This is an optimization exercise on Yosys and OpenROAD, whose aim is small area, a short achievable clock period and few clock cycles, not a production implementation.
Only simulation tests tie the RTL to the original design; equivalence was not proved.
No activity file was given, so power comes from the tool's default toggle rates.

--- design/flow/design.v ---
package RISCV_PKG;
    parameter REG_COUNT = 32,
              REG_WIDTH = 32,
              ADDRESS_PORT_WIDTH = 5,
              WORD_LENGTH = 32;
endpackage
module ALU(input  logic [31:0] dataA, dataB,
           input  logic [2:0]  f3,
           input  logic        sub, alt,
           output logic [31:0] Sum,
           output logic [31:0] ALUOutput);
    logic [31:0] bx, sr, sl;
    assign bx = dataB ^ {32{sub}};
    logic [31:0] g [0:5];
    logic [31:0] p [0:5];
    assign g[0] = (dataA & bx) | {31'd0, (dataA[0] | bx[0]) & sub};
    assign p[0] = dataA ^ bx;
    for (genvar l = 0; l < 5; l++) begin : ks
        for (genvar j = 0; j < 32; j++) begin : bitj
            if (j >= (1 << l)) begin : mrg
                assign g[l+1][j] = g[l][j] | (p[l][j] & g[l][j - (1 << l)]);
                assign p[l+1][j] = p[l][j] & p[l][j - (1 << l)];
            end else begin : pass
                assign g[l+1][j] = g[l][j];
                assign p[l+1][j] = p[l][j];
            end
        end
    end
    assign Sum  = p[0] ^ {g[5][30:0], sub};
    logic        left;
    logic [31:0] sin, srev;
    assign left = f3 == 3'd1;
    always_comb
        for (int i = 0; i < 32; i++) begin
            sin[i]  = left ? dataA[31 - i] : dataA[i];
            srev[i] = sr[31 - i];
        end
    assign sr = 32'($signed({alt & !left & dataA[31], sin}) >>> dataB[4:0]);
    assign sl = srev;
    always_comb begin
        case (f3)
            3'd1: ALUOutput = sl;
            3'd4: ALUOutput = dataA ^ dataB;
            3'd5: ALUOutput = sr;
            3'd6: ALUOutput = dataA | dataB;
            default: ALUOutput = dataA & dataB;
        endcase
    end
endmodule
module RegisterFile (input  logic        CLK, RegWrite,
                     input  logic [31:1] Sel1, Sel2,        
                     input  logic [4:0]  WriteAddress,
                     input  logic [31:0] WriteData,
                     output logic [31:0] ReadData1, ReadData2);
    logic [31:0] Registers [1:31];
    always_ff @(posedge CLK)
        if (RegWrite && WriteAddress != 5'd0) Registers[WriteAddress] <= WriteData;
    always_comb begin
        ReadData1 = 32'd0;
        ReadData2 = 32'd0;
        for (int i = 1; i < 32; i++) begin
            ReadData1 = ReadData1 | (Registers[i] & {32{Sel1[i]}});
            ReadData2 = ReadData2 | (Registers[i] & {32{Sel2[i]}});
        end
    end
endmodule
module MainDatapath(input  logic CLK, Reset,
                    output logic [31:0] imem_addr,
                    input  logic [31:0] imem_rdata,
                    output logic [31:0] dmem_addr,
                    output logic [31:0] dmem_wdata,
                    output logic [3:0]  dmem_wstrb,
                    input  logic [31:0] dmem_rdata);
    localparam logic [4:0] OP_LUI = 5'b01101, OP_AUIPC = 5'b00101, OP_JAL = 5'b11011,
                           OP_JALR = 5'b11001, OP_BR = 5'b11000, OP_LD = 5'b00000,
                           OP_ST = 5'b01000, OP_OPI = 5'b00100, OP_OP = 5'b01100;
    logic [31:2] pc;                   
    logic [31:0] ins;                  
    logic [31:0] opa, opb;             
    logic        dv, fw1a, fw1r, fw2a, fw2r, fww1, fww2, ldh;
    logic [31:0] m_res, m_addr, m_sdata;    
    logic [3:0]  m_wstrb;
    logic [4:0]  m_rd;
    logic        m_we, m_ld, m_add;
    logic [2:0]  m_f3;
    logic [31:0] w_val;                
    logic [4:0]  w_rd;
    logic        w_we;
    assign imem_addr = {pc, 2'b00};
    logic [4:0] opc, rd, rs1, rs2;
    logic [2:0] f3;
    assign opc = ins[6:2];
    assign f3  = ins[14:12];
    assign rd  = ins[11:7];
    assign rs1 = ins[19:15];
    assign rs2 = ins[24:20];
    logic is_lui, is_auipc, is_jal, is_jalr, is_br, is_ld, is_st, is_opi, is_op, is_add, wr;
    logic f_add, f_sub, is_sub;
    logic f_lui, f_auipc, f_jal, f_jalr, f_br, f_ld, f_st, f_opi, f_op, f_wr;
    assign f_lui   = imem_rdata[6:2] == OP_LUI;
    assign f_auipc = imem_rdata[6:2] == OP_AUIPC;
    assign f_jal   = imem_rdata[6:2] == OP_JAL;
    assign f_jalr  = imem_rdata[6:2] == OP_JALR;
    assign f_br    = imem_rdata[6:2] == OP_BR;
    assign f_ld    = imem_rdata[6:2] == OP_LD;
    assign f_st    = imem_rdata[6:2] == OP_ST;
    assign f_opi   = imem_rdata[6:2] == OP_OPI;
    assign f_op    = imem_rdata[6:2] == OP_OP;
    assign f_add   = (f_op | f_opi) && imem_rdata[14:12] == 3'd0;    
    assign f_sub   = f_op && imem_rdata[30] && imem_rdata[14:12] == 3'd0;
    assign f_wr    = (f_lui | f_auipc | f_jal | f_jalr | f_ld | f_opi | f_op) && imem_rdata[11:7] != 5'd0;
    logic [31:0] simm, bimm, f_imm;
    assign simm = {{20{ins[31]}}, ins[31:25], ins[11:7]};
    assign bimm = {{19{ins[31]}}, ins[31], ins[7], ins[30:25], ins[11:8], 1'b0};
    always_comb begin
        if (f_lui | f_auipc) f_imm = {imem_rdata[31:12], 12'b0};
        else if (f_jal)      f_imm = {{11{imem_rdata[31]}}, imem_rdata[31], imem_rdata[19:12],
                                      imem_rdata[20], imem_rdata[30:21], 1'b0};
        else                 f_imm = {{20{imem_rdata[31]}}, imem_rdata[31:20]};
    end
    logic stall, redirect, go;
    assign stall = dv && ldh;
    assign go    = dv && !stall;
    logic [4:0]  f_opc, f_rs1, f_rs2;
    logic        f_use1, f_use2, dx_wr, dx_alu_wr, dx_ld_wr;
    logic        fw1_n, fw2_n, fww1_n, fww2_n, ldh_n;
    logic [31:0] f_dec1, f_dec2;
    assign f_opc  = imem_rdata[6:2];
    assign f_rs1  = imem_rdata[19:15];
    assign f_rs2  = imem_rdata[24:20];
    assign f_use1 = f_jalr | f_br | f_ld | f_st | f_opi | f_op;
    assign f_use2 = f_br | f_st | f_op;
    assign dx_wr     = dv && wr;
    assign dx_alu_wr = dx_wr && !is_ld;
    assign dx_ld_wr  = dx_wr && is_ld;
    assign fw1_n  = dx_alu_wr && f_rs1 == rd;
    assign fw2_n  = dx_alu_wr && f_use2 && f_rs2 == rd;
    assign fww1_n = m_we && f_rs1 == m_rd && !(dx_wr && f_rs1 == rd);
    assign fww2_n = m_we && f_use2 && f_rs2 == m_rd && !(dx_wr && f_rs2 == rd);
    assign ldh_n  = dx_ld_wr && ((f_use1 && f_rs1 == rd) || (f_use2 && f_rs2 == rd));
    assign f_dec1 = 32'd1 << f_rs1;
    assign f_dec2 = 32'd1 << f_rs2;
    logic [31:0] rf1, rf2, wb_data, opa_n, opb_n;
    logic [4:0] clr;
    logic       clearing;
    assign clearing = clr != 5'd0;
    always_ff @(posedge CLK or posedge Reset)
        if (Reset)         clr <= 5'd31;
        else if (clearing) clr <= clr - 5'd1;
    RegisterFile RF(.CLK(CLK), .RegWrite(w_we | clearing),
                    .Sel1(f_dec1[31:1]), .Sel2(f_dec2[31:1]),
                    .WriteAddress(clearing ? clr : w_rd),
                    .WriteData(wb_data & {32{!clearing}}), .ReadData1(rf1), .ReadData2(rf2));
    assign opa_n = (w_we && w_rd == f_rs1) ? wb_data : rf1;
    assign opb_n = !f_use2 ? f_imm : (w_we && w_rd == f_rs2) ? wb_data : rf2;
    logic [31:0] a, b;
    assign a = (opa & {32{!fw1a & !fw1r & !fww1}}) | (m_addr & {32{fw1a}}) | (m_res & {32{fw1r}}) |
               (wb_data & {32{fww1}});
    assign b = (opb & {32{!fw2a & !fw2r & !fww2}}) | (m_addr & {32{fw2a}}) | (m_res & {32{fw2r}}) |
               (wb_data & {32{fww2}});
    logic [31:0] opB, sum, alu, res;
    logic        lt, ltu;
    logic        sub;
    assign opB = is_st ? simm : b;
    assign sub = is_sub;
    ALU ALU(.dataA(a), .dataB(opB), .f3((is_op | is_opi) ? f3 : 3'd0), .sub(sub),
            .alt(ins[30]), .Sum(sum), .ALUOutput(alu));
    logic [31:0] tgt, pc4;
    assign pc4 = {pc, 2'b00};
    assign tgt = pc4 + ((is_br ? bimm : opb) - 32'd4);    
    always_comb begin
        if (is_lui)                 res = opb;
        else if (is_auipc)          res = tgt;
        else if (is_jal || is_jalr) res = pc4;
        else if (f3 == 3'd2)        res = {31'd0, lt};
        else if (f3 == 3'd3)        res = {31'd0, ltu};
        else                        res = alu;
    end
    logic [30:0] cl [0:5];
    logic [30:0] ce [0:5];
    assign cl[0] = ~a[30:0] & b[30:0];
    assign ce[0] = ~(a[30:0] ^ b[30:0]);
    for (genvar l = 0; l < 5; l++) begin : cmpt
        for (genvar j = 0; j < 31; j++) begin : bitj
            if (j >= (1 << l)) begin : mrg
                assign cl[l+1][j] = cl[l][j] | (ce[l][j] & cl[l][j - (1 << l)]);
                assign ce[l+1][j] = ce[l][j] & ce[l][j - (1 << l)];
            end else begin : pass
                assign cl[l+1][j] = cl[l][j];
                assign ce[l+1][j] = ce[l][j];
            end
        end
    end
    logic eq, cond, e31;
    assign e31 = !(a[31] ^ b[31]);
    assign eq  = e31 & ce[5][30];
    assign ltu = (!a[31] & b[31]) | (e31 & cl[5][30]);
    assign lt  = (a[31] & !b[31]) | (e31 & cl[5][30]);
    always_comb begin
        case (f3)
            3'd0: cond = eq;
            3'd1: cond = !eq;
            3'd4: cond = lt;
            3'd5: cond = !lt;
            3'd6: cond = ltu;
            3'd7: cond = !ltu;
            default: cond = 1'b0;
        endcase
    end
    assign redirect = go && (is_jal || is_jalr || (is_br && cond));
    always_ff @(posedge CLK or posedge Reset)
        if (Reset)         pc <= 30'd0;
        else if (stall || clearing) pc <= pc;
        else if (redirect) pc <= is_jalr ? sum[31:2] : tgt[31:2];
        else               pc <= pc + 30'd1;
    always_ff @(posedge CLK or posedge Reset)
        if (Reset)       dv <= 1'b0;
        else if (!stall) dv <= !redirect && !clearing;
    always_ff @(posedge CLK)
        if (!stall) begin
            ins  <= imem_rdata;
            is_lui   <= f_lui;
            is_auipc <= f_auipc;
            is_jal   <= f_jal;
            is_jalr  <= f_jalr;
            is_br    <= f_br;
            is_ld    <= f_ld;
            is_st    <= f_st;
            is_opi   <= f_opi;
            is_op    <= f_op;
            wr       <= f_wr;
            is_add   <= f_add;
            is_sub   <= f_sub;
            opa  <= opa_n;
            opb  <= opb_n;
            fw1a <= fw1_n && is_add;
            fw1r <= fw1_n && !is_add;
            fw2a <= fw2_n && is_add;
            fw2r <= fw2_n && !is_add;
            fww1 <= fww1_n;
            fww2 <= fww2_n;
            ldh  <= ldh_n;
        end else begin
            opa  <= a;
            opb  <= b;
            fw1a <= 1'b0;
            fw1r <= 1'b0;
            fw2a <= 1'b0;
            fw2r <= 1'b0;
            fww1 <= m_we && m_rd == rs1;
            fww2 <= m_we && m_rd == rs2 && (is_br || is_st || is_op);
            ldh  <= 1'b0;
        end
    logic [31:0] sdata;
    logic [3:0]  wstrb;
    always_comb begin
        case (f3[1:0])
            2'd0: begin sdata = {4{b[7:0]}};  wstrb = 4'b0001 << sum[1:0]; end
            2'd1: begin sdata = {2{b[15:0]}}; wstrb = sum[1] ? 4'b1100 : 4'b0011; end
            default: begin sdata = b;         wstrb = 4'b1111; end
        endcase
    end
    always_ff @(posedge CLK or posedge Reset)
        if (Reset) begin
            m_we    <= 1'b0;
            m_wstrb <= 4'd0;
        end else begin
            m_we    <= go && wr;
            m_wstrb <= (go && is_st) ? wstrb : 4'd0;
        end
    always_ff @(posedge CLK) begin
        m_res   <= res;
        m_addr  <= sum;
        m_sdata <= sdata;
        m_rd    <= rd;
        m_ld    <= is_ld;
        m_add   <= is_add;
        m_f3    <= f3;
    end
    assign dmem_addr  = m_addr;
    assign dmem_wdata = m_sdata;
    assign dmem_wstrb = m_wstrb;
    logic [31:0] ldata;
    logic [15:0] half;
    logic [7:0]  byte_;
    assign half  = m_addr[1] ? dmem_rdata[31:16] : dmem_rdata[15:0];
    assign byte_ = m_addr[0] ? half[15:8] : half[7:0];
    always_comb begin
        case (m_f3[1:0])
            2'd0: ldata = {{24{byte_[7] & !m_f3[2]}}, byte_};
            2'd1: ldata = {{16{half[15] & !m_f3[2]}}, half};
            default: ldata = dmem_rdata;
        endcase
    end
    always_ff @(posedge CLK or posedge Reset)
        if (Reset) w_we <= 1'b0;
        else       w_we <= m_we;
    always_ff @(posedge CLK) begin
        w_val <= m_ld ? ldata : m_add ? m_addr : m_res;
        w_rd  <= m_rd;
    end
    assign wb_data = w_val;
endmodule
--- design/flow/flow/run.sh ---
#!/bin/bash
set -o pipefail
export SETUP_SLACK_MARGIN=8.5
export BUFFER_PORTS_ARGS="-buffer_cell sky130_fd_sc_hd__buf_2"
bash standard.sh > standard.log 2>&1
--- design/flow/standard.sh ---
#!/bin/bash
# synth_recipe.tcl (not shown) runs the flow's synth.tcl, then flattens the netlist and writes it again
# the make line also repeats each setting of config.mk as NAME=value (left out here)
make -C /OpenROAD-flow-scripts/flow DESIGN_CONFIG=/design/flow/config.mk WORK_HOME=/design/flow/orfs CLKGATE_MAP_FILE= SYNTH_SCRIPT=/design/flow/synth_recipe.tcl "${@:-finish}"
--- design/flow/config.mk ---
export PLATFORM = sky130hd
export DESIGN_NAME = MainDatapath
export DESIGN_NICKNAME = MainDatapath
export VERILOG_FILES = /design/flow/design.v
export SDC_FILE = /design/flow/constraint.sdc
export NUM_CORES = 4
export LEC_CHECK = 0
export CAP_MARGIN = 20
export CORE_MARGIN = 2
export CORE_UTILIZATION = 40
export CTS_CLUSTER_DIAMETER = 60
export CTS_CLUSTER_SIZE = 20
export SLEW_MARGIN = 20
--- design/flow/constraint.sdc ---
create_clock -name core_clock -period 13.0 [get_ports {CLK}]
set_input_delay 2.6000 -clock core_clock [delete_from_list [all_inputs] [get_ports {CLK}]]
set_output_delay 2.6000 -clock core_clock [all_outputs]
set_load 0.01 [all_outputs]
==> results.json, run 1 <==
{
  "cts_buffers": 106,
  "route.detailed.drc": 0,
  "synth_area_um2": 65300,
  "synth_edf_count": 1029,
  "timing.rr.start": "fw1r",
  "setup_tns_ns": 0,
  "yosysWarnings": 7,
  "final_common_cell": "edfxtp_1",
  "synth-simple-area-share_pct": 10.5,
  "synth_top_family_by_area": "compound AO/OA/AOI/OAI gates",
  "p_sw_share_pct": 36.7,
  "combPwrFrac_pct": 27.1,
  "ff2ff_path_depth": 11,
  "cts_max_level": 3,
  "clk_path_buf_depth": 3,
  "synth_xor_area_share_pct": 1.78,
  "r2r_end": "m_res[28]",
  "dieArea_um2": 167000,
  "avgSynthCellArea_um2": 11.3,
  "dp_hpwl_um": 210000,
  "detail_route.wl_per_cell_um": 42.8,
  "dr.first_iter.drc_count": 12900,
  "ios": 166,
  "wirelength_um": 355000,
  "final.setup_skew_ns": 0.0825,
  "layout-drive-gt1-share_pct": 19.5,
  "synth_ff_type": "edfxtp_1",
  "initial_core_util_pct": 40.2,
  "clock.fmax_mhz": 210,
  "areaGrowthSynthToFinish_pct": 18.8,
  "max_cap_violations": 0,
  "rsz0062_at_grt": "yes",
  "port_buffers": 161,
  "critPathMostFrequentCell": "o21ai_0",
  "grt_pass1_vias": 56800,
  "cp_slowest_stage_delay_ns": 1.11,
  "synth_compound_area_share_pct": 22.6,
  "clock_latency_ns": 0.82,
  "hold_buffers": 0,
  "hold_violations": 0,
  "clockPowerShare_pct": 29.7,
  "arrival_ns": 5.49,
  "overflow": 0,
  "placed_area_um2": 69300,
  "die_h_um": 408,
  "finalSetupViolations": 0,
  "worst_setup_path_start_kind": "register",
  "critPathSlowestCell": "a2111oi_1",
  "grt_pass1_wl_um": 467000,
  "p_int_mw": 7.64,
  "critPathMaxFanout": 28,
  "startpoint": "fw1r",
  "clkTransAtPathRegs_ns": 0.08,
  "relSlewSlack_pct": 14.4,
  "fin_crit_sh_pct": 36.6,
  "rrSetupSlack_ns": 8.24,
  "fin_crit_ns": 4.76,
  "layout_common_cells": "edfxtp_1, a22oi_1, nand2_1, nor2_1, buf_4",
  "ant_nets": 0,
  "fp.coreArea_um2": 162000,
  "track_usage_pct": 40.2,
  "gp_congestion": 1.05,
  "synthAdderAreaFrac_pct": 3.62,
  "status": "finished clean",
  "num_rows": 148,
  "firstDrtPassIters": 14,
  "end_kind": "register",
  "peakVddDrop_v": 0.000148,
  "synthMuxAreaShare_pct": 2.04,
  "report.final.slew_viol_count": 0,
  "antenna_found_initial": 35,
  "crit_type": "register to register",
  "switchingPower_mw": 4.42,
  "cts.sinks": 1285,
  "synth-seq-area-share_pct": 55.5,
  "grt_max_degree": 66,
  "cp.required_ns": 13.73,
  "fp.dieW_um": 408,
  "seqPwrFrac_pct": 43.1,
  "min_path_type": "register to register",
  "cts_tree": "yes",
  "worst_pin_slew_ns": 1.28,
  "p_per_area_nw_per_um2": 155,
  "nets": 6268,
  "async_flop_share_pct": 3.27,
  "clockRootBuffer": "clkbuf_16",
  "critPathCapture": "m_res[28]",
  "leakagePower_nw": 27.1,
  "critical_path.cell_chain": "clkbuf_16 -> or4b_1 -> a2111oi_1 -> nor3_1 -> a21oi_1 -> mux2i_1 -> mux2_2 -> o21ai_0 -> o21ai_0 -> o21ai_0 -> a22o_1",
  "via_count": 61900,
  "stdcell_area_um2": 77600,
  "via_per_inst": 7.46,
  "synth_cells": 5788,
  "yosysUniqueCellTypes": 92,
  "ys_ff_latch": 1285
}
==> synthesized netlist by cell type (128+ instances only) <==
cell      count  area, um2
edfxtp_1   1029      30900
a22oi_1     688       5160
nand2_1     374       1400
nor2_1      367       1380
clkbuf_1    346       1300
a21oi_1     275       1380
dfxtp_1     214       4280
o21ai_0     204       1020
inv_1       199        747
ha_1        186       2330
nand3_1     173        866
nand4_1     133        832
a221oi_1    128       1120
a222oi_1    128       1280
==> power groups by stage <==
stage | clock network [mW] | registers, mW | logic (mW)
2_1_floorplan | 0 | 5.04 | 1.71
3_3_place_gp | 0 | 5.23 | 2.79
3_5_place_dp | 0 | 5.24 | 2.82
4_1_cts | 3.55 | 5.15 | 2.99
5_1_grt | 3.71 | 5.19 | 3.44
6_report | 3.59 | 5.20 | 3.27
==> flip-flops by register name, indices dropped and copies added (netlist names), 4 cells and up <==
name	count
pc	30
RF.Registers	992
m_rd	5
m_res	32
m_sdata	32
w_val	32
clr	5
opb	32
w_rd	5
opa	32
m_wstrb	4
ins	25
m_addr	32
==> critical path: cells and delay by family (launching register included) <==
family / cells / cell delay [ns]
AOI/OAI and AO/OA: 6 / 2.77
buffers and inverters: 1 / 0.23
DFF: 1 / 0.41
muxes: 2 / 0.52
and+or+nand+nor: 2 / 0.73
==> metrics by stage <==
| stage | hold slack (ns) | std cells | total power [mW] | setup slack, ns | utilization (%) |
|---|---|---|---|---|---|
| after detailed placement | 0.421 | 7876 | 8.06 | 6.41 | 42.7 |
| after floorplan | 0.343 | 5789 | 6.76 | 8.50 | - |
| after CTS | 0.436 | 8175 | 11.7 | 8.32 | 46.5 |
| after global routing | 0.443 | 8276 | 12.3 | 8.28 | 47.7 |
| after global placement | 0.411 | 7876 | 8.03 | 6.41 | 42.7 |
| final | 0.444 | 8297 | 12.1 | 8.24 | 47.8 |
==> cell families (layout without fill, tap and decap cells) <==
family,after synthesis,after routing
adders and majority gates,188,188
buffers and inverters,644,950
AOI/OAI and AO/OA,2008,2008
muxes,124,124
and+or+nand+nor,1405,1407
other,1,27
xor gates and xnor gates,133,133
DFF,1285,1285
==> cell type report <==
cell class | count | area, um2
fillers | 14500 | 84800
diodes | 25 | 62.6
repair inverters | 1 | 5.00
clock inverters | 70 | 972
well taps | 2175 | 2720
multi-input cells | 3862 | 29000
repair buffers | 550 | 4920
clock buffers | 121 | 2810
inverters | 208 | 820
flip-flops and latches | 1285 | 36300
==> metal layers <==
metal | vias up | routed length, um | global-route usage, %
li1 | 23600 | - | -
met1 | 29700 | 115000 | 47.8
met2 | 6581 | 142000 | 56.7
met3 | 1991 | 60600 | 18.3
met4 | 32 | 37500 | 30.3
met5 | - | 293 | 0.632
==> worst min path at each step <==
| stage | start | endpoint | slack (ns) | cells after the start |
|---|---|---|---|---|
| floorplan | ins[12] | m_f3[0] | 0.34 | 0 |
| global placement | is_add | m_add | 0.41 | 0 |
| detailed placement | is_add | m_add | 0.42 | 0 |
| CTS | is_add | m_add | 0.44 | 0 |
| global route | is_add | m_add | 0.44 | 0 |
| finish | is_add | m_add | 0.44 | 0 |
==> repair_timing <==
item / in CTS / in global routing
endpoints found under the setup margin: 471 / 219
gates resized for setup: 305 / 247
cloned: 6 / 14
setup buffers: 102 / 83
pin swaps: 65 / 114
Testbench counts, summed over its fixed seeds: cycles 166,588.
==> inputs of run 2 (changes only) <==
==> design/flow/flow/run.sh (replaced) <==
#!/bin/bash
set -o pipefail
export SETUP_SLACK_MARGIN=8.25
export BUFFER_PORTS_ARGS="-buffer_cell sky130_fd_sc_hd__buf_2"
bash standard.sh > standard.log 2>&1
==> results.json, run 2 <==
{
  "overflow": 0,
  "num_rows": 148,
  "leakagePower_nw": 26.4,
  "hold_violations": 0,
  "firstDrtPassIters": 14,
  "crit_type": "input port to register",
  "clkTransAtPathRegs_ns": 0.08,
  "worst-path-buf-inv": 2,
  "ios": 166,
  "synth_edf_count": 1029,
  "critPathSlowestCell": "buf_4",
  "ant_nets": 0,
  "critical_path.top_delay_family": "simple AND/OR/NAND/NOR gates",
  "cts_buffers": 103,
  "setup_tns_ns": 0,
  "final.setup_skew_ns": 0.100,
  "switchingPower_mw": 4.28,
  "ys_ff_latch": 1285,
  "initial_core_util_pct": 40.2,
  "async_flop_share_pct": 3.27,
  "synth_area_um2": 65300,
  "detail_route.wl_per_cell_um": 42.1,
  "p_sw_share_pct": 36.5,
  "cts_max_level": 3,
  "gp_congestion": 1.05,
  "port_buffers": 161,
  "synth_common_cells": "edfxtp_1, a22oi_1, nand2_1",
  "dp_hpwl_um": 205000,
  "peakVddDrop_v": 0.000127,
  "synth_top_area_cell": "edfxtp_1",
  "avgSynthCellArea_um2": 11.3,
  "cp_slowest_stage_delay_ns": 0.74,
  "max_cap_violations": 0,
  "rsz0062_at_grt": "yes",
  "p_per_area_nw_per_um2": 156,
  "synthTopCellsByArea": "edfxtp_1, a22oi_1, dfxtp_1, ha_1, nand2_1",
  "cts_tree": "yes",
  "grt_pass1_wl_um": 459000,
  "via_count": 61400,
  "regMostFlops": "RF.Registers",
  "worst_setup_path_start_kind": "input port",
  "fill_cells": 14800,
  "layout_common_cells": "edfxtp_1, a22oi_1, nand2_1, nor2_1, a21oi_1",
  "synth-seq-area-share_pct": 55.5,
  "dr.first_iter.drc_count": 12900,
  "largest_reg_flops": 992,
  "critical_path.cell_chain": "clkbuf_4 -> nand3b_1 -> nor2_4 -> buf_4 -> a22o_1 -> a221oi_1 -> nand3_1 -> nor2_1 -> nand4_1 -> o221ai_4 -> o21ai_0",
  "yosysMostFrequentCell": "edfxtp_1",
  "status": "finished clean",
  "dieArea_um2": 167000,
  "clock.fmax_mhz": 205,
  "route.detailed.drc": 0,
  "arrival_ns": 5.54,
  "die_h_um": 408,
  "p_int_mw": 7.46,
  "fp.coreArea_um2": 162000,
  "synth_top_area_share_pct": 47.3,
  "grt_max_degree": 65,
  "report.final.slew_viol_count": 0,
  "areaGrowthSynthToFinish_pct": 15.5,
  "synth_ff_type": "edfxtp_1",
  "clk_path_buf_depth": 3,
  "wirelength_um": 345000,
  "layout-drive-gt1-share_pct": 16.6,
  "seqPwrFrac_pct": 44.2,
  "cp.required_ns": 13.67,
  "finalSetupViolations": 0,
  "track_usage_pct": 39.4,
  "nets": 6184,
  "clockRootBuffer": "clkbuf_16",
  "synth_cells": 5788,
  "fin_crit_ns": 4.87,
  "power_mw": 11.7,
  "grt_pass1_vias": 55900,
  "antenna_found_initial": 28,
  "final_common_cell": "edfxtp_1",
  "combPwrFrac_pct": 26.7,
  "clockPowerShare_pct": 29.1,
  "hold_buffers": 0,
  "fin_crit_sh_pct": 37.5,
  "clock_latency_ns": 0.81,
  "relSlewSlack_pct": 16.8,
  "end_kind": "register",
  "worst_pin_slew_ns": 1.24,
  "yosysWarnings": 7,
  "cts.sinks": 1285,
  "via_per_inst": 7.49,
  "rrSetupSlack_ns": 8.17,
  "yosysUniqueCellTypes": 92,
  "fp.dieW_um": 408,
  "critPathMaxFanout": 24,
  "min_path_type": "register to register"
}
[run 2: timing repair]
action                                  in CTS  in global routing
pin swaps                                   57                 58
endpoints found under the setup margin     130                394
buffers inserted                            58                 70
cloned                                       3                  5
gates resized for setup                    183                136
endpoints found under the hold margin        0                  0
[run 2: cell type report]
| class | count | area (um2) | area share, % |
|---|---|---|---|
| flip-flops and latches | 1285 | 36300 | 48.1 |
| multi-input cells | 3862 | 28400 | 37.7 |
| repair buffers | 469 | 3630 | 4.82 |
| well taps | 2175 | 2720 | 3.61 |
| clock buffers | 110 | 2630 | 3.48 |
| clock inverters | 74 | 943 | 1.25 |
| inverters | 208 | 802 | 1.06 |
| diodes | 15 | 37.5 | 0.0497 |
| repair inverters | 1 | 5.00 | 0.00663 |
[run 2: metal layers]
| metal | global-route usage, % | wire [um] | vias to the layer above |
|---|---|---|---|
| met4 | 29.7 | 35900 | 26 |
| li1 | - | - | 23400 |
| met1 | 46.7 | 112000 | 29500 |
| met3 | 16.9 | 58300 | 1956 |
| met5 | 0.316 | 274 | - |
| met2 | 56.4 | 139000 | 6528 |
[run 2: worst paths after layout]
kind                                 from  endpoint  depth (start not counted)
max                        imem_rdata[18]   opa[14]                         11
min                                  m_we      w_we                          0
max reg2reg                          fw2a    pc[29]                         18
min reg2reg                          m_we      w_we                          0
max in group asynchronous           Reset    pc[22]                          3
min in group asynchronous           Reset      w_we                          3
[run 2: power groups by stage]
stage	combinational, mW	clock, mW	sequential (mW)
global route	3.31	3.54	5.18
finish	3.14	3.42	5.19
detailed placement	2.84	0	5.23
floorplan	1.71	0	5.04
global placement	2.82	0	5.23
CTS	2.93	3.40	5.14
[run 2: stage by stage]
stage / instance area [um2] / hold slack [ns] / std cells / worst slack, ns / util [%]
floorplan: 65300 / 0.343 / 5789 / 8.25 / -
global placement: 69200 / 0.430 / 7863 / 6.46 / 42.6
detailed placement: 69200 / 0.434 / 7863 / 6.44 / 42.6
CTS: 74100 / 0.454 / 8108 / 8.20 / 45.6
global route: 75400 / 0.476 / 8188 / 8.14 / 46.4
finish: 75500 / 0.460 / 8199 / 8.13 / 46.5
[run 2: kinds of logic (layout without fill, tap and decap cells)]
group	count (synthesis)	count (layout)	synth area share (%)
compound gates	2008	2008	22.6
xor+xnor	133	133	1.78
flops	1285	1285	55.5
other cells	1	17	0.00574
fa+ha+maj	188	188	3.62
buf+inv	644	862	3.89
simple gates	1405	1407	10.5
mux	124	124	2.04
==> inputs of run 3 (changes only) <==
==> design/flow/flow/run.sh (replaced) <==
#!/bin/bash
set -o pipefail
export SETUP_SLACK_MARGIN=8.5
export BUFFER_PORTS_ARGS="-buffer_cell sky130_fd_sc_hd__buf_2"
bash standard.sh > standard.log 2>&1
--- a/design/flow/config.mk
+++ b/design/flow/config.mk
@@ -9,5 +9,5 @@
 export CORE_MARGIN = 2
 export CORE_UTILIZATION = 40
 export CTS_CLUSTER_DIAMETER = 60
-export CTS_CLUSTER_SIZE = 20
+export CTS_CLUSTER_SIZE = 25
 export SLEW_MARGIN = 20
==> results.json, run 3 <==
{
  "leakagePower_nw": 27.0,
  "peakVddDrop_v": 0.000173,
  "overflow": 0,
  "fin_crit_sh_pct": 36.2,
  "track_usage_pct": 40.1,
  "synth_ff_type": "edfxtp_1",
  "dieArea_um2": 167000,
  "synth_edf_count": 1029,
  "setup_tns_ns": 0,
  "clock.fmax_mhz": 212,
  "cts_tree": "yes",
  "synth_compound_area_share_pct": 22.6,
  "final_common_cell": "edfxtp_1",
  "synth_top_family_by_area": "compound AO/OA/AOI/OAI gates",
  "clockPowerShare_pct": 30.6,
  "synth_top_area_cell": "edfxtp_1",
  "max_cap_violations": 0,
  "worst_setup_path_start_kind": "register",
  "finalSetupViolations": 0,
  "p_int_mw": 7.67,
  "grt_pass1_wl_um": 465000,
  "final.setup_skew_ns": 0.0921,
  "min_path_type": "register to register",
  "switchingPower_mw": 4.50,
  "num_rows": 148,
  "synth_top_area_share_pct": 47.3,
  "areaGrowthSynthToFinish_pct": 18.3,
  "wirelength_um": 353000,
  "relSlewSlack_pct": 20.9,
  "ys_ff_latch": 1285,
  "via_per_inst": 7.44,
  "placed_area_um2": 69300,
  "report.final.slew_viol_count": 0,
  "fin_util_pct": 47.6,
  "cts.sinks": 1285,
  "status": "finished clean",
  "initial_core_util_pct": 40.2,
  "p_sw_share_pct": 37.0,
  "critPathMaxFanout": 29,
  "fp.dieW_um": 408,
  "end_kind": "register",
  "cts_max_level": 3,
  "fin_crit_ns": 4.71,
  "cp.required_ns": 13.64,
  "stdcell_area_um2": 77200,
  "synthAdderAreaFrac_pct": 3.62,
  "worst_pin_slew_ns": 1.19,
  "p_per_area_nw_per_um2": 158,
  "synth_area_um2": 65300,
  "combPwrFrac_pct": 26.7,
  "grt_max_degree": 66,
  "synth_cells": 5788,
  "avgSynthCellArea_um2": 11.3,
  "nets": 6240,
  "synth_common_cells": "edfxtp_1, a22oi_1, nand2_1",
  "ios": 166,
  "grt_pass1_vias": 56600,
  "synth-simple-area-share_pct": 10.5,
  "fill_cells": 14600,
  "cts_buffers": 106,
  "fp.coreArea_um2": 162000,
  "synthTopCellsByArea": "edfxtp_1, a22oi_1, dfxtp_1, ha_1, nand2_1",
  "layout-drive-gt1-share_pct": 19.2,
  "dr.first_iter.drc_count": 12600,
  "port_buffers": 161,
  "route.detailed.drc": 0,
  "layout_common_cells": "edfxtp_1, a22oi_1, nand2_1, nor2_1, a21oi_1",
  "synthMuxAreaShare_pct": 2.04,
  "gp_congestion": 1.05,
  "largest_reg_flops": 992,
  "dp_hpwl_um": 210000,
  "firstDrtPassIters": 13,
  "ant_nets": 0,
  "synth-seq-area-share_pct": 55.5,
  "async_flop_share_pct": 3.27,
  "clkTransAtPathRegs_ns": 0.08,
  "rsz0062_at_grt": "yes",
  "clk_path_buf_depth": 3,
  "via_count": 61500,
  "hold_violations": 0,
  "clockRootBuffer": "clkbuf_16",
  "die_h_um": 408,
  "synth_xor_area_share_pct": 1.78,
  "detail_route.wl_per_cell_um": 42.7,
  "yosysWarnings": 7,
  "arrival_ns": 5.35,
  "yosysMostFrequentCell": "edfxtp_1",
  "crit_type": "register to register",
  "yosysUniqueCellTypes": 92,
  "antenna_found_initial": 25,
  "seqPwrFrac_pct": 42.7,
  "regMostFlops": "RF.Registers",
  "clock_latency_ns": 0.83
}
-- run 3: worst paths after layout --
path	end	from	slack (ns)	depth (start not counted)
max reg2reg	pc[29]	fw2a	8.29	20
min	w_we	m_we	0.47	0
min reg2reg	w_we	m_we	0.47	0
max	pc[29]	fw2a	8.29	20
min in group asynchronous	w_we	Reset	1.94	3
max in group asynchronous	pc[18]	Reset	10.46	3
-- run 3: worst max-delay path: stages, from the launching register on --
cell and delay, ns:
dfxtp_4 0.36, buf_12 0.16, a222oi_1 0.40, buf_4 0.19
nand2_2 0.08, o21bai_2 0.16, buf_12 0.23, clkinvlp_4 0.17
xor2_2 0.18, ha_4 0.33, inv_1 0.08, a2111oi_2 0.38
mux2_4 0.26, o31ai_4 0.07, buf_4 0.18, a31oi_4 0.21
nand3_2 0.13, o31ai_4 0.29, a21oi_1 0.11, xnor2_1 0.17
a221o_1 0.36
-- run 3: layout make-up --
class	instances	area (um2)	share of cell area (%)
Timing Repair Buffer	522	4500	5.83
Timing Repair inverter	1	5.00	0.00648
Tap cell	2175	2720	3.52
Clock inverter	91	1280	1.66
Multi-Input combinational cell	3862	28900	37.4
Sequential cell	1285	36300	46.9
Antenna cell	17	42.5	0.0551
Clock buffer	111	2730	3.54
Inverter	208	821	1.06
-- run 3: power groups by stage --
| stage | clock, mW | combinational, mW | sequential, mW |
|---|---|---|---|
| floorplan | 0 | 1.71 | 5.04 |
| global placement | 0 | 2.79 | 5.23 |
| detailed placement | 0 | 2.82 | 5.24 |
| CTS | 3.70 | 2.98 | 5.15 |
| global route | 3.85 | 3.42 | 5.19 |
| finish | 3.72 | 3.25 | 5.20 |
-- run 3: routing by layer --
layer	global-route usage [%]	vias to the layer above	routed length, um
met5	0.891	-	419
met4	30.5	28	36400
met3	18.1	1957	59200
met2	56.5	6413	141000
met1	47.7	29500	116000
li1	-	23600	-
-- run 3: logic make-up after synthesis --
| kind of cell | Yosys count |
|---|---|
| XOR/XNOR | 133 |
| multiplexers | 124 |
| buffers and inverters | 644 |
| other | 1 |
| adder cells (fa/ha/maj) | 188 |
| flip-flops | 1285 |
| AO/OA/AOI/OAI | 2008 |
| AND/OR/NAND/NOR | 1405 |
-- run 3: through the flow --
stage	instances	setup WS [ns]	hold WS (ns)	power, mW
after floorplan	5789	8.50	0.343	6.76
after global placement	7876	6.41	0.411	8.03
after detailed placement	7876	6.41	0.421	8.06
after CTS	8175	8.29	0.450	11.8
after global routing	8259	8.26	0.455	12.5
final	8272	8.29	0.470	12.2
-- run 3: what timing repair did --
action                                  4_1_cts  5_1_grt
endpoints found under the setup margin      468      231
pin swaps                                    64       83
gates resized for setup                     290      227
hold buffers                                  0        0
buffers inserted                             92       72
gates cloned                                  5        8
==> inputs of run 4 (changes only) <==
--- a/design/flow/config.mk
+++ b/design/flow/config.mk
@@ -11,3 +11,4 @@
 export CTS_CLUSTER_DIAMETER = 60
 export CTS_CLUSTER_SIZE = 25
 export SLEW_MARGIN = 20
+export TNS_END_PERCENT = 20
==> results.json, run 4 <==
{
  "status": "finished clean",
  "yosysUniqueCellTypes": 92,
  "hold_slack_ns": 0.454,
  "detail_route.wl_per_cell_um": 42.3,
  "worst_setup_path_start_kind": "register",
  "fill_cells": 14700,
  "dp_hpwl_um": 206000,
  "areaGrowthSynthToFinish_pct": 17.4,
  "clock_latency_ns": 0.83,
  "port_buffers": 161,
  "dieArea_um2": 167000,
  "wirelength_um": 350000,
  "synth_common_cells": "edfxtp_1, a22oi_1, nand2_1",
  "via_count": 61500,
  "yosysWarnings": 7,
  "initial_core_util_pct": 40.2,
  "fp.coreArea_um2": 162000,
  "fin_util_pct": 47.2,
  "cp.required_ns": 13.60,
  "grt_max_degree": 65,
  "crit_type": "register to register",
  "cts_max_level": 3,
  "layout_common_cells": "edfxtp_1, a22oi_1, nand2_1, buf_4, nor2_1",
  "via_per_inst": 7.43,
  "overflow": 0,
  "critPathMaxFanout": 40,
  "p_per_area_nw_per_um2": 155,
  "max_cap_violations": 0,
  "holdPathStages": 0,
  "hold_violations": 0,
  "clk_path_buf_depth": 3,
  "nets": 6250,
  "r2r_end": "m_res[11]",
  "final_common_cell": "edfxtp_1",
  "ys_ff_latch": 1285,
  "firstDrtPassIters": 13,
  "worst_pin_slew_ns": 1.23,
  "synth_cells": 5788,
  "async_flop_share_pct": 3.27,
  "synthTopCellsByArea": "edfxtp_1, a22oi_1, dfxtp_1, ha_1, nand2_1",
  "arrival_ns": 5.35,
  "num_rows": 148,
  "regMostFlops": "RF.Registers",
  "layout-drive-gt1-share_pct": 18.3,
  "cts_tree": "yes",
  "synth_top_area_cell": "edfxtp_1",
  "synth_top_area_share_pct": 47.3,
  "leakagePower_nw": 26.9,
  "finalSetupViolations": 0,
  "ff2ff_path_depth": 13,
  "grt_pass1_wl_um": 469000,
  "synth_area_um2": 65300,
  "die_h_um": 408,
  "grt_pass1_vias": 56700,
  "dr.first_iter.drc_count": 13100,
  "fp.dieW_um": 408,
  "timing.rr.start": "fww2",
  "track_usage_pct": 40.4,
  "antenna_found_initial": 21,
  "rrSetupSlack_ns": 8.24,
  "fin_crit_sh_pct": 36.6,
  "clockRootBuffer": "clkbuf_16",
  "peakVddDrop_v": 0.000136,
  "relSlewSlack_pct": 17.9,
  "route.detailed.drc": 0,
  "synth-seq-area-share_pct": 55.5,
  "yosysMostFrequentCell": "edfxtp_1",
  "ant_nets": 0,
  "cts.sinks": 1285,
  "largest_reg_flops": 992,
  "cts_buffers": 103,
  "hold_buffers": 0,
  "rsz0062_at_grt": "yes",
  "end_kind": "register",
  "ios": 166,
  "hp-start": "is_add",
  "min_path_type": "register to register",
  "gp_congestion": 1.04,
  "setup_tns_ns": 0,
  "report.final.slew_viol_count": 0,
  "avgSynthCellArea_um2": 11.3,
  "clock.fmax_mhz": 210,
  "fin_crit_ns": 4.76,
  "synth_ff_type": "edfxtp_1",
  "clkTransAtPathRegs_ns": 0.08,
  "synth_edf_count": 1029,
  "final.setup_skew_ns": 0.0678,
  "hold-path-endpoint": "m_add"
}
## run 4: cell counts after synthesis
No cell type changed its count.
## run 4: kinds of logic after synthesis
logic type,after synthesis,share of synthesized area (%)
other cells,1,0.00574
compound gates,2008,22.6
xor+xnor,133,1.78
simple gates,1405,10.5
mux,124,2.04
flops,1285,55.5
buf+inv,644,3.89
fa+ha+maj,188,3.62
## run 4: area by class of cell
type | count | area (um2) | area share, %
antenna | 10 | 25.0 | 0.0326
clock buffer | 107 | 2610 | 3.41
tap | 2175 | 2720 | 3.55
timing repair buffer | 536 | 4600 | 6.00
sequential | 1285 | 36300 | 47.3
inverter | 208 | 816 | 1.06
multi-input combinational | 3861 | 28500 | 37.2
clock inverter | 88 | 1120 | 1.46
timing repair inverter | 1 | 5.00 | 0.00653
## run 4: worst max-delay path by stage
stage / start / endpoint / slack [ns] / depth (start not counted)
4_1_cts: clr[0] / RF.Registers[7][19] / 8.28 / 9
2_1_floorplan: fw2a / pc[24] / 8.47 / 19
6_report: fww2 / m_res[11] / 8.24 / 13
5_1_grt: fw2r / pc[30] / 8.23 / 20
3_5_place_dp: fw2a / pc[30] / 6.45 / 18
3_3_place_gp: fw2a / pc[30] / 6.50 / 18
## run 4: critical path: stages, from the launching register on
cell	delay [ns]
dfxtp_2	0.37
buf_12	0.17
buf_12	0.15
a222oi_1	0.26
buf_4	0.20
a31o_2	0.16
buf_6	0.31
inv_2	0.34
nor2_2	0.33
o21ai_0	0.22
mux2i_1	0.62
mux4_2	0.42
a221oi_1	0.08
a2111oi_0	0.84
## run 4: repair_timing
action / in CTS / in global routing
gates resized for setup: 339 / 52
pin swaps: 95 / 42
setup buffers: 145 / 33
endpoints found under the setup margin: 533 / 705
cloned: 13 / 1
## run 4: through the flow
stage	area [um2]	instances	worst slack [ns]	power, mW
2_1_floorplan	65400	5789	8.47	6.76
3_3_place_gp	69300	7872	6.50	8.02
3_5_place_dp	69300	7872	6.45	8.05
4_1_cts	76100	8225	8.28	11.6
5_1_grt	76600	8264	8.23	12.1
6_report	76700	8271	8.24	11.9
## run 4: where the power goes
group | leakage [nW] | total (mW) | internal [mW] | switching, mW
Combinational | 13.4 | 3.21 | 1.06 | 2.15
Clock | 1.77 | 3.47 | 1.63 | 1.84
Sequential | 11.8 | 5.18 | 4.76 | 0.418
Total | 26.9 | 11.9 | 7.45 | 4.41
## run 4: routing by layer
layer	vias to the layer above	part of all wire (%)	GRT usage (%)
li1	23600	-	-
met5	-	0.029	0.230
met3	1879	17	18.5
met4	12	11	30.6
met1	29700	33	48.2
met2	6369	40	56.6
==> inputs of run 5 (changes only) <==
--- a/design/flow/config.mk
+++ b/design/flow/config.mk
@@ -9,6 +9,6 @@
 export CORE_MARGIN = 2
 export CORE_UTILIZATION = 40
 export CTS_CLUSTER_DIAMETER = 60
-export CTS_CLUSTER_SIZE = 25
+export CTS_CLUSTER_SIZE = 20
 export SLEW_MARGIN = 20
 export TNS_END_PERCENT = 20
==> results.json, run 5 <==
{
  "yosysWarnings": 7,
  "cts.sinks": 1285,
  "route.detailed.drc": 0,
  "fp.dieW_um": 408,
  "wirelength_um": 351000,
  "yosysUniqueCellTypes": 92,
  "port_buffers": 161,
  "dr.first_iter.drc_count": 13500,
  "antenna_found_initial": 25,
  "ys_ff_latch": 1285,
  "die_h_um": 408,
  "status": "finished clean",
  "fp.coreArea_um2": 162000,
  "fin_crit_ns": 4.75,
  "fin_crit_sh_pct": 36.5,
  "cp.required_ns": 13.72,
  "synth-simple-area-share_pct": 10.5,
  "worst_setup_path_start_kind": "input port",
  "dieArea_um2": 167000,
  "areaGrowthSynthToFinish_pct": 17.0,
  "synth_xor_area_share_pct": 1.78,
  "yosysMostFrequentCell": "edfxtp_1",
  "p_per_area_nw_per_um2": 155,
  "overflow": 0,
  "min_path_type": "register to register",
  "synth_top_area_cell": "edfxtp_1",
  "final.setup_skew_ns": 0.0675,
  "worst_pin_slew_ns": 1.27,
  "num_rows": 148,
  "rsz0062_at_grt": "yes",
  "synth_area_um2": 65300,
  "largest_reg_flops": 992,
  "nets": 6244,
  "clkTransAtPathRegs_ns": 0.08,
  "end_kind": "register",
  "stdcell_area_um2": 76400,
  "track_usage_pct": 40.5,
  "async_flop_share_pct": 3.27,
  "clockRootBuffer": "clkbuf_16",
  "gp_congestion": 1.04,
  "setup_tns_ns": 0,
  "relSlewSlack_pct": 15.5,
  "leakagePower_nw": 26.9,
  "initial_core_util_pct": 40.2,
  "synthTopCellsByArea": "edfxtp_1, a22oi_1, dfxtp_1, ha_1, nand2_1",
  "firstDrtPassIters": 13,
  "dp_hpwl_um": 206000,
  "clk_path_buf_depth": 3,
  "via_per_inst": 7.48,
  "cts_max_level": 3,
  "synth-seq-area-share_pct": 55.5,
  "critPathMaxFanout": 20,
  "synth_common_cells": "edfxtp_1, a22oi_1, nand2_1",
  "grt_pass1_wl_um": 469000,
  "placed_area_um2": 69300,
  "ant_nets": 0,
  "cts_tree": "yes",
  "via_count": 61800,
  "synth_top_family_by_area": "compound AO/OA/AOI/OAI gates",
  "regMostFlops": "RF.Registers",
  "synth_top_area_share_pct": 47.3,
  "synth_ff_type": "edfxtp_1",
  "hold_buffers": 0,
  "finalSetupViolations": 0,
  "crit_type": "input port to register",
  "layout_common_cells": "edfxtp_1, a22oi_1, nand2_1, buf_4, nor2_1",
  "clock_latency_ns": 0.81,
  "synth_cells": 5788,
  "max_cap_violations": 0,
  "arrival_ns": 5.47,
  "hold_slack_ns": 0.448,
  "detail_route.wl_per_cell_um": 42.5,
  "synth_edf_count": 1029,
  "final_common_cell": "edfxtp_1",
  "synthAdderAreaFrac_pct": 3.62,
  "clock.fmax_mhz": 211,
  "avgSynthCellArea_um2": 11.3,
  "grt_pass1_vias": 56600,
  "layout-drive-gt1-share_pct": 18.1,
  "peakVddDrop_v": 0.000159,
  "cts_buffers": 105,
  "ios": 166,
  "grt_max_degree": 65,
  "hold_violations": 0,
  "synth_compound_area_share_pct": 22.6,
  "report.final.slew_viol_count": 0,
  "synthMuxAreaShare_pct": 2.04
}
## run 5: cell counts after synthesis
Identical to the previous run, type by type.
## run 5: cell families after synthesis
logic type	after synthesis
compound gates	2008
xor+xnor	133
fa+ha+maj	188
buf+inv	644
flops	1285
mux	124
other cells	1
simple gates	1405
## run 5: final timing paths
path,from,end,slack (ns),depth (start not counted)
max,imem_rdata[20],opb[14],8.25,12
min,is_add,m_add,0.45,0
max reg2reg,fw1a,pc[14],8.27,17
min reg2reg,is_add,m_add,0.45,0
max in group asynchronous,Reset,pc[16],10.49,3
min in group asynchronous,Reset,dv,1.96,3
## run 5: through the flow
step / worst slack (ns) / std cells / util (%) / power (mW)
global route: 8.27 / 8249 / 47.1 / 12.1
detailed placement: 6.45 / 7872 / 42.6 / 8.05
finish: 8.25 / 8257 / 47.1 / 11.8
CTS: 8.28 / 8215 / 46.7 / 11.6
global placement: 6.50 / 7872 / 42.6 / 8.02
floorplan: 8.47 / 5789 / - / 6.76
## run 5: worst max-delay path: stages
cell and delay (ns):
buf_4 0.19, or2_4 0.32, buf_12 0.15, nor2_4 0.06
buf_4 0.48, buf_8 0.39, a22oi_1 0.15, nand4_1 0.12
nor2_1 0.07, a31oi_2 0.48, a21oi_1 0.18, o21ai_0 0.21
## run 5: final cells by class
class / instances / area, um2
multi-input combinational: 3860 / 28500
inverter: 208 / 816
clock buffer: 111 / 2690
fill: 14700 / 86000
tap: 2175 / 2720
sequential: 1285 / 36300
timing repair buffer: 529 / 4500
clock inverter: 78 / 921
antenna: 10 / 25.0
timing repair inverter: 1 / 5.00
## run 5: power by group
part	total (mW)	internal, mW	switching [mW]
Sequential	5.18	4.76	0.417
Combinational	3.22	1.06	2.16
Clock	3.43	1.68	1.75
## run 5: per-layer routing
layer  global-route usage [%]  vias up  wire, um  share of wire, %
met1                     48.1    29700    114000                33
met2                     56.8     6522    140000                40
met4                     29.9       32     35600                10
met3                     19.0     1935     61200                17
li1                         -    23600         -                 -
met5                     1.24        -       433              0.12
## run 5: what timing repair did
action,4_1_cts,5_1_grt
resized for setup,343,53
cloned,14,0
setup endpoints to repair,533,721
pin swaps,102,44
setup buffers,140,28
==> inputs of run 6 (changes only) <==
--- a/design/flow/design.v
+++ b/design/flow/design.v
@@ -47,14 +47,16 @@
         endcase
     end
 endmodule
-module RegisterFile (input  logic        CLK, RegWrite,
+module RegisterFile (input  logic        CLK, Clear, RegWrite,
                      input  logic [31:1] Sel1, Sel2,        
                      input  logic [4:0]  WriteAddress,
                      input  logic [31:0] WriteData,
                      output logic [31:0] ReadData1, ReadData2);
     logic [31:0] Registers [1:31];
     always_ff @(posedge CLK)
-        if (RegWrite && WriteAddress != 5'd0) Registers[WriteAddress] <= WriteData;
+        for (int i = 1; i < 32; i++)
+            if (Clear || (RegWrite && WriteAddress == 5'(i)))
+                Registers[i] <= WriteData & {32{!Clear}};
     always_comb begin
         ReadData1 = 32'd0;
         ReadData2 = 32'd0;
@@ -78,7 +80,7 @@
     logic [31:0] ins;                  
     logic [31:0] opa, opb;             
     logic        dv, fw1a, fw1r, fw2a, fw2r, fww1, fww2, ldh;
-    logic [31:0] m_res, m_addr, m_sdata;    
+    logic [31:0] m_res, m_addr;        
     logic [3:0]  m_wstrb;
     logic [4:0]  m_rd;
     logic        m_we, m_ld, m_add;
@@ -141,16 +143,9 @@
     assign f_dec1 = 32'd1 << f_rs1;
     assign f_dec2 = 32'd1 << f_rs2;
     logic [31:0] rf1, rf2, wb_data, opa_n, opb_n;
-    logic [4:0] clr;
-    logic       clearing;
-    assign clearing = clr != 5'd0;
-    always_ff @(posedge CLK or posedge Reset)
-        if (Reset)         clr <= 5'd31;
-        else if (clearing) clr <= clr - 5'd1;
-    RegisterFile RF(.CLK(CLK), .RegWrite(w_we | clearing),
-                    .Sel1(f_dec1[31:1]), .Sel2(f_dec2[31:1]),
-                    .WriteAddress(clearing ? clr : w_rd),
-                    .WriteData(wb_data & {32{!clearing}}), .ReadData1(rf1), .ReadData2(rf2));
+    RegisterFile RF(.CLK(CLK), .Clear(Reset), .RegWrite(w_we),
+                    .Sel1(f_dec1[31:1]), .Sel2(f_dec2[31:1]), .WriteAddress(w_rd),
+                    .WriteData(wb_data), .ReadData1(rf1), .ReadData2(rf2));
     assign opa_n = (w_we && w_rd == f_rs1) ? wb_data : rf1;
     assign opb_n = !f_use2 ? f_imm : (w_we && w_rd == f_rs2) ? wb_data : rf2;
     logic [31:0] a, b;
@@ -158,7 +153,7 @@
                (wb_data & {32{fww1}});
     assign b = (opb & {32{!fw2a & !fw2r & !fww2}}) | (m_addr & {32{fw2a}}) | (m_res & {32{fw2r}}) |
                (wb_data & {32{fww2}});
-    logic [31:0] opB, sum, alu, res;
+    logic [31:0] opB, sum, alu, res, sdata;
     logic        lt, ltu;
     logic        sub;
     assign opB = is_st ? simm : b;
@@ -169,7 +164,8 @@
     assign pc4 = {pc, 2'b00};
     assign tgt = pc4 + ((is_br ? bimm : opb) - 32'd4);    
     always_comb begin
-        if (is_lui)                 res = opb;
+        if (is_st)                  res = sdata;
+        else if (is_lui)            res = opb;
         else if (is_auipc)          res = tgt;
         else if (is_jal || is_jalr) res = pc4;
         else if (f3 == 3'd2)        res = {31'd0, lt};
@@ -210,12 +206,12 @@
     assign redirect = go && (is_jal || is_jalr || (is_br && cond));
     always_ff @(posedge CLK or posedge Reset)
         if (Reset)         pc <= 30'd0;
-        else if (stall || clearing) pc <= pc;
+        else if (stall)    pc <= pc;
         else if (redirect) pc <= is_jalr ? sum[31:2] : tgt[31:2];
         else               pc <= pc + 30'd1;
     always_ff @(posedge CLK or posedge Reset)
         if (Reset)       dv <= 1'b0;
-        else if (!stall) dv <= !redirect && !clearing;
+        else if (!stall) dv <= !redirect;
     always_ff @(posedge CLK)
         if (!stall) begin
             ins  <= imem_rdata;
@@ -251,7 +247,6 @@
             fww2 <= m_we && m_rd == rs2 && (is_br || is_st || is_op);
             ldh  <= 1'b0;
         end
-    logic [31:0] sdata;
     logic [3:0]  wstrb;
     always_comb begin
         case (f3[1:0])
@@ -271,14 +266,13 @@
     always_ff @(posedge CLK) begin
         m_res   <= res;
         m_addr  <= sum;
-        m_sdata <= sdata;
         m_rd    <= rd;
         m_ld    <= is_ld;
         m_add   <= is_add;
         m_f3    <= f3;
     end
     assign dmem_addr  = m_addr;
-    assign dmem_wdata = m_sdata;
+    assign dmem_wdata = m_res;
     assign dmem_wstrb = m_wstrb;
     logic [31:0] ldata;
     logic [15:0] half;
--- a/design/flow/config.mk
+++ b/design/flow/config.mk
@@ -11,4 +11,3 @@
 export CTS_CLUSTER_DIAMETER = 60
 export CTS_CLUSTER_SIZE = 20
 export SLEW_MARGIN = 20
-export TNS_END_PERCENT = 20
==> results.json, run 6 <==
{
  "status": "finished clean",
  "fp.dieW_um": 406,
  "synthTopCellsByArea": "edfxtp_1, a22oi_1, dfxtp_1, ha_1, nand2_1",
  "p_int_mw": 7.85,
  "leakagePower_nw": 29.1,
  "areaGrowthSynthToFinish_pct": 21.9,
  "placed_area_um2": 68900,
  "clock_latency_ns": 0.80,
  "synth_cells": 5775,
  "clockPowerShare_pct": 26.8,
  "regArea_um2": 35500,
  "cts.sinks": 1248,
  "grt_pass1_wl_um": 499000,
  "wirelength_um": 383000,
  "critPathMaxFanout": 5,
  "arrival_ns": 5.73,
  "via_count": 64100,
  "multi_input_area_um2": 29600,
  "synth_common_cells": "edfxtp_1, a22oi_1, nand2_1",
  "yosysUniqueCellTypes": 93,
  "stdcell_area_um2": 78900,
  "setup_tns_ns": 0,
  "final_common_cell": "edfxtp_1",
  "min_path_type": "register to register",
  "dp_hpwl_um": 223000,
  "synth_ff_type": "edfxtp_1",
  "cp.required_ns": 13.62,
  "yosysWarnings": 8,
  "ios": 166,
  "final.setup_skew_ns": 0.0927,
  "synth_area_um2": 64700,
  "grt_pass1_vias": 58200,
  "regMostFlops": "RF.Registers",
  "layout-drive-gt1-share_pct": 21.9,
  "via_per_inst": 7.64,
  "place_inst": 7865,
  "nets": 6383,
  "rsz0062_at_grt": "yes",
  "detail_route.wl_per_cell_um": 45.6,
  "cts_tree": "yes",
  "track_usage_pct": 44.5,
  "route.detailed.drc": 0,
  "ant_nets": 0,
  "firstDrtPassIters": 14,
  "end_kind": "register",
  "synth-seq-area-share_pct": 54.8,
  "worst_setup_path_start_kind": "register",
  "fill_cells": 14300,
  "ys_ff_latch": 1248,
  "gp_congestion": 1.09,
  "crit_type": "register to register",
  "p_sw_share_pct": 38.4,
  "initial_core_util_pct": 40.3,
  "clkTransAtPathRegs_ns": 0.08,
  "port_buffers": 161,
  "fin_crit_ns": 5.11,
  "grt_max_degree": 66,
  "yosysMostFrequentCell": "edfxtp_1",
  "fp.coreArea_um2": 161000,
  "synth_top_area_cell": "edfxtp_1",
  "layout_common_cells": "edfxtp_1, a22oi_1, buf_4, nand2_1, nor2_1",
  "die_h_um": 406,
  "overflow": 0,
  "synth_top_area_share_pct": 47.7,
  "layoutNonFillerInstCount": 8395,
  "cp_slowest_stage_delay_ns": 0.94,
  "largest_reg_flops": 992,
  "hold_violations": 0,
  "clk_path_buf_depth": 3,
  "peakVddDrop_v": 0.000113,
  "async_flop_share_pct": 2.96,
  "switchingPower_mw": 4.90,
  "fin_util_pct": 49.1,
  "cts_max_level": 3,
  "relSlewSlack_pct": 15.1,
  "finalSetupViolations": 0,
  "dr.first_iter.drc_count": 14800,
  "worst_pin_slew_ns": 1.27,
  "clockRootBuffer": "clkbuf_16",
  "num_rows": 147,
  "synth_edf_count": 1029,
  "max_cap_violations": 0,
  "antenna_found_initial": 41,
  "combPwrFrac_pct": 30.2,
  "avgSynthCellArea_um2": 11.2,
  "hold_slack_ns": 0.429,
  "critical_path.cell_chain": "buf_12 -> a222oi_1 -> a21boi_4 -> inv_4 -> mux2i_4 -> buf_12 -> xnor2_4 -> ha_4 -> a211oi_2 -> o21bai_1 -> o311ai_1 -> buf_4 -> a21oi_4 -> o21a_1 -> o21a_1 -> or3_4 -> a31o_4 -> mux2i_1 -> a22oi_1",
  "p_per_area_nw_per_um2": 162,
  "clock.fmax_mhz": 196,
  "fin_crit_sh_pct": 39.3,
  "dieArea_um2": 165000,
  "critPathSlowestCell": "a222oi_1",
  "seqPwrFrac_pct": 43.0,
  "cts_buffers": 103,
  "report.final.slew_viol_count": 0
}
==> run 6: power by group through the flow <==
| stage | sequential (mW) | clock [mW] | combinational, mW |
|---|---|---|---|
| after floorplan | 5.25 | 0 | 1.80 |
| after global placement | 5.49 | 0 | 3.15 |
| after detailed placement | 5.50 | 0 | 3.17 |
| after CTS | 5.41 | 3.39 | 3.46 |
| after global routing | 5.48 | 3.54 | 3.96 |
| final | 5.48 | 3.42 | 3.85 |
==> run 6: area by class of cell <==
class	instances	share of cell area, %
Clock inverter	73	1.17
Timing Repair Buffer	689	8.29
Timing Repair inverter	1	0.0111
Multi-Input combinational cell	3869	37.6
Inverter	218	1.11
Antenna cell	26	0.0825
Clock buffer	111	3.36
Sequential cell	1248	45.0
Tap cell	2160	3.43
==> run 6: cell families (layout without fill, tap and decap cells) <==
| kind of cell | after synthesis | in the layout | synth area share [%] |
|---|---|---|---|
| other | 1 | 28 | 0.00579 |
| buffers and inverters | 663 | 1092 | 3.97 |
| AOI/OAI and AO/OA | 2070 | 2071 | 23.6 |
| xor gates and xnor gates | 127 | 127 | 1.72 |
| and+or+nand+nor | 1356 | 1359 | 10.2 |
| muxes | 123 | 123 | 2.11 |
| DFF | 1248 | 1248 | 54.8 |
| adders and majority gates | 187 | 187 | 3.64 |
==> run 6: metal layers <==
metal / vias up / track usage (%) / wire [um]
li1: 23900 / - / -
met1: 30500 / 51.6 / 121000
met2: 7253 / 60.9 / 148000
met3: 2406 / 22.2 / 68900
met4: 54 / 37.4 / 43600
met5: - / 0.862 / 1030
==> run 6: per-stage QoR <==
stage	setup slack, ns	total power [mW]
after global routing	8.00	13.0
final	7.89	12.7
after global placement	6.39	8.64
after CTS	8.03	12.3
after detailed placement	6.33	8.67
after floorplan	8.31	7.05
==> run 6: path summary, 6_finish.rpt <==
path,start,slack (ns),endpoint,cells past startpoint
min,is_add,0.43,m_add,0
max in group asynchronous,Reset,9.75,m_wstrb[2],3
max,fw2a,7.89,pc[18],19
max reg2reg,fw2a,7.89,pc[18],19
min reg2reg,is_add,0.43,m_add,0
min in group asynchronous,Reset,2.80,w_we,3
==> run 6: worst max-delay path: cells and delay by family, from the launching register on <==
kind | cells | cell delay [ns]
xor gates and xnor gates | 1 | 0.07
muxes | 2 | 0.32
and+or+nand+nor | 1 | 0.36
AOI/OAI and AO/OA | 10 | 2.84
buffers and inverters | 4 | 0.68
DFF | 1 | 0.40
adders and majority gates | 1 | 0.22
==> run 6: timing repair <==
action | 4_1_cts | 5_1_grt
gates cloned | 17 | 11
buffers inserted | 188 | 98
endpoints found under the setup margin | 155 | 136
gates resized for setup | 411 | 310
hold buffers | 0 | 0
pin swaps | 99 | 108
Testbench counts of run 6, summed over its fixed seeds: cycles 166,588.

afterwards: timing with drivers on the ports:
No port has a modelled driver above. Below, the same layouts with a new extraction and two added sets of constraints.
Step 1 assumes that a clkbuf_16 drives the clock port and a buf_2 every other input.
Step 2 times the ports against the registers' clock, not the clock port: input delays grow and output delays shrink by t, the midpoint of the rising clock arrivals with the driver on.
Slacks: ideal ports / drivers / drivers and shift; pairs: ideal ports / drivers.
| run | t (ns) | setup slack, ns | worst data-port slew with drivers (ns) | pins driven straight from the clock port |
|---|---|---|---|---|
| run 1 | 0.883 | 8.240 / 8.240 / 7.490 | 0.13 | 1 |
| run 2 | 0.844 | 8.128 / 8.166 / 7.346 | 0.13 | 1 |
| run 3 | 0.879 | 8.288 / 8.288 / 7.574 | 0.14 | 1 |
| run 4 | 0.877 | 8.242 / 8.242 / 7.428 | 0.12 | 1 |
| run 5 | 0.869 | 8.250 / 8.268 / 7.445 | 0.13 | 1 |
| run 6 | 0.835 | 7.893 / 7.893 / 7.517 | 0.10 | 1 |
After both steps setup and hold are still met in every run listed. For run 4, which loses most, drivers alone change the setup slack by 0.000 ns; drivers and shift together by -0.814 ns.
